From an optimization exercise on the open Yosys and OpenROAD flow, aimed at small area and a short achievable clock period; shortcuts taken in it are not production practice. Only simulation tests tie the RTL to the original design; equivalence was not proved. Power figures rest on the tool's default switching activity, not on a simulated workload.

## job 101
// processor
module processor(clock,reset,imem_addr,imem_data,wb_en,wb_addr,wb_data,flags);
==> flow/config.mk <==
export PLATFORM = sky130hd
export DESIGN_NAME = processor
export DESIGN_NICKNAME = processor
export VERILOG_FILES = /design/flow/design.v
export SDC_FILE = /design/flow/constraint.sdc
export NUM_CORES = 4
export LEC_CHECK = 0
export ABC_CLOCK_PERIOD_IN_PS = 5000
export CAP_MARGIN = 20
export CORE_MARGIN = 2
export CORE_UTILIZATION = 35
export CTS_BUF_LIST = sky130_fd_sc_hd__clkbuf_8
export CTS_CLUSTER_DIAMETER = 60
export CTS_CLUSTER_SIZE = 16
export SLEW_MARGIN = 20
==> flow/constraint.sdc <==
create_clock -name core_clock -period 11.0 [get_ports {clock}]
set_input_delay 2.2000 -clock core_clock [delete_from_list [all_inputs] [get_ports {clock}]]
set_output_delay 2.2000 -clock core_clock [all_outputs]
set_load 0.01 [all_outputs]
standard.sh (not shown) runs the stock make flow with config.mk's settings and CLKGATE_MAP_FILE= SYNTH_SCRIPT=/design/flow/synth_recipe.tcl, a recipe that flattens the netlist after the stock synthesis.
==> flow/flow/run.sh <==
#!/bin/bash
set -e
export SETUP_SLACK_MARGIN=5.5
bash standard.sh > standard.log 2>&1
diff inputs: job 101 => job 102
==> flow/flow/run.sh <==
#!/bin/bash
set -e
export SETUP_SLACK_MARGIN=5.5
export BUFFER_PORTS_ARGS="-buffer_cell sky130_fd_sc_hd__buf_4"
bash standard.sh > standard.log 2>&1
### Flow results
- [compare] base=job 101 new=job 102: final worst hold slack barely changed, number of clock buffers inserted by TritonCTS up 5.1%, number of setup buffers added after CTS shows a reduction of 24, proportion of cell area occupied by multi-input gates -0.17 points, post-placement cell area ~0 delta.
- Relative to job 101, transition time of the tightest slew-check pin has increased by 0.081 ns in job 102.
- Going from job 101 to job 102, power share of the combinational group shrinks by 0.7 points.
- Job 101 has a higher highest ir drop seen on vdd than job 102.
Relative to job 102, the following input files were edited for job 103:
==> flow/run.sh (new file) <==
#!/bin/bash
# synth_recipe.tcl (not shown) runs the flow's synth.tcl, then flattens the netlist and writes it again
# the make line also repeats each setting of config.mk as NAME=value (left out here)
make -C /OpenROAD-flow-scripts/flow DESIGN_CONFIG=/design/flow/config.mk WORK_HOME=/design/flow/orfs CLKGATE_MAP_FILE= SYNTH_SCRIPT=/design/flow/synth_recipe.tcl finish
diff --git a/flow/config.mk b/flow/config.mk
--- a/flow/config.mk
+++ b/flow/config.mk
@@ -14,2 +14,4 @@
 export CTS_CLUSTER_SIZE = 16
+export GPL_TIMING_DRIVEN = 0
+export SETUP_SLACK_MARGIN = 5
 export SLEW_MARGIN = 20
removed: flow/flow/run.sh
removed: flow/standard.sh
Notes after the runs:
- Job 103 has completed all stages; timing, DRC and antenna checks passed.
- Job 103 vs job 102 — final area dropped slightly
- Higher non-clock buffer count goes to job 103 over job 102.
- Against job 102, amount of wire on met2 after detailed routing in job 103 rose slightly.
- Diff job 102 and job 103: setup slack higher in job 102
- Clock-buffer cell count (lower): job 103
- Diff job 102..job 103 | site row count | unchanged
- In job 103, the sum of internal, switching and leakage power came out about 0.5% below the value in job 102.
- Re initial antenna violation count: job 102 and job 103 aren't equal, and the higher value belongs to job 103.
Edits applied to the flow inputs when going from job 103 to job 104:
==> flow/flow/run.sh (new file) <==
#!/bin/bash
set -e
export SETUP_SLACK_MARGIN=6.0
bash standard.sh > standard.log 2>&1
==> flow/standard.sh (new file) <==
#!/bin/bash
# synth_recipe.tcl (not shown) runs the flow's synth.tcl, then flattens the netlist and writes it again
# the make line also repeats each setting of config.mk as NAME=value (left out here)
make -C /OpenROAD-flow-scripts/flow DESIGN_CONFIG=/design/flow/config.mk WORK_HOME=/design/flow/orfs CLKGATE_MAP_FILE= SYNTH_SCRIPT=/design/flow/synth_recipe.tcl "${@:-finish}"
diff --git a/flow/config.mk b/flow/config.mk
--- a/flow/config.mk
+++ b/flow/config.mk
@@ -14,4 +14,2 @@
 export CTS_CLUSTER_SIZE = 16
-export GPL_TIMING_DRIVEN = 0
-export SETUP_SLACK_MARGIN = 5
 export SLEW_MARGIN = 20
removed: flow/run.sh
Findings:
Compared with job 103, job 104 shows a relative area change from synthesis to final layout that is 5.1 points higher.
Compared to job 103, the routing of job 104 uses less wire.
From job 104 to job 103, I/O pin total did not move at all.
Compared with job 103, job 104 ends up with a larger final cell area.
The number of antenna violations at the first check in global routing of job 104 is lower than that of job 103.
The relative contribution of sequential cells to total power in job 104 sits 0.7 points below the value recorded for job 103.
A timing endpoint of the critical path of wb_data[6] is what job 103 shows, while wb_data[7] belongs to job 104.
STATUS cell leakage power: job 104 loses against job 103
Between job 104 and job 103, it is job 104 whose clock network fraction of design power is lower, by 0.7 points.
NOTE clock buffer count job 103->job 104 decreased by a few percent

## what the ideal ports hide
In the flow no input, the clock included, has a driving cell. The finished layouts below were timed again as built, in two steps.
Step 1 (the two cells are an assumption about what drives the block):
set clk [get_ports {clock}]
set_driving_cell -lib_cell sky130_fd_sc_hd__clkbuf_16 $clk
set_driving_cell -lib_cell sky130_fd_sc_hd__buf_2 [delete_from_list [all_inputs] $clk]
Step 2 also shifts input and output timing later by t, the mid clock arrival at the registers, as if the neighbouring blocks saw the same clock.
a / b / c = no drivers / after step 1 / after step 2; a / b = the first two.
run	shift t [ns]	setup WS [ns]	worst data-port slew with drivers (ns)
job 101	0.723	5.426 / 5.366 / 4.895	0.05
job 102	0.718	5.299 / 5.241 / 5.002	0.06
job 103	0.738	5.036 / 4.972 / 4.364	0.07
job 104	0.737	5.442 / 5.378 / 5.457	0.04
After both steps setup and hold are still met in every run listed. The setup slack of job 103, which loses most, moves by -0.064 ns with the drivers and by -0.672 ns with both steps.
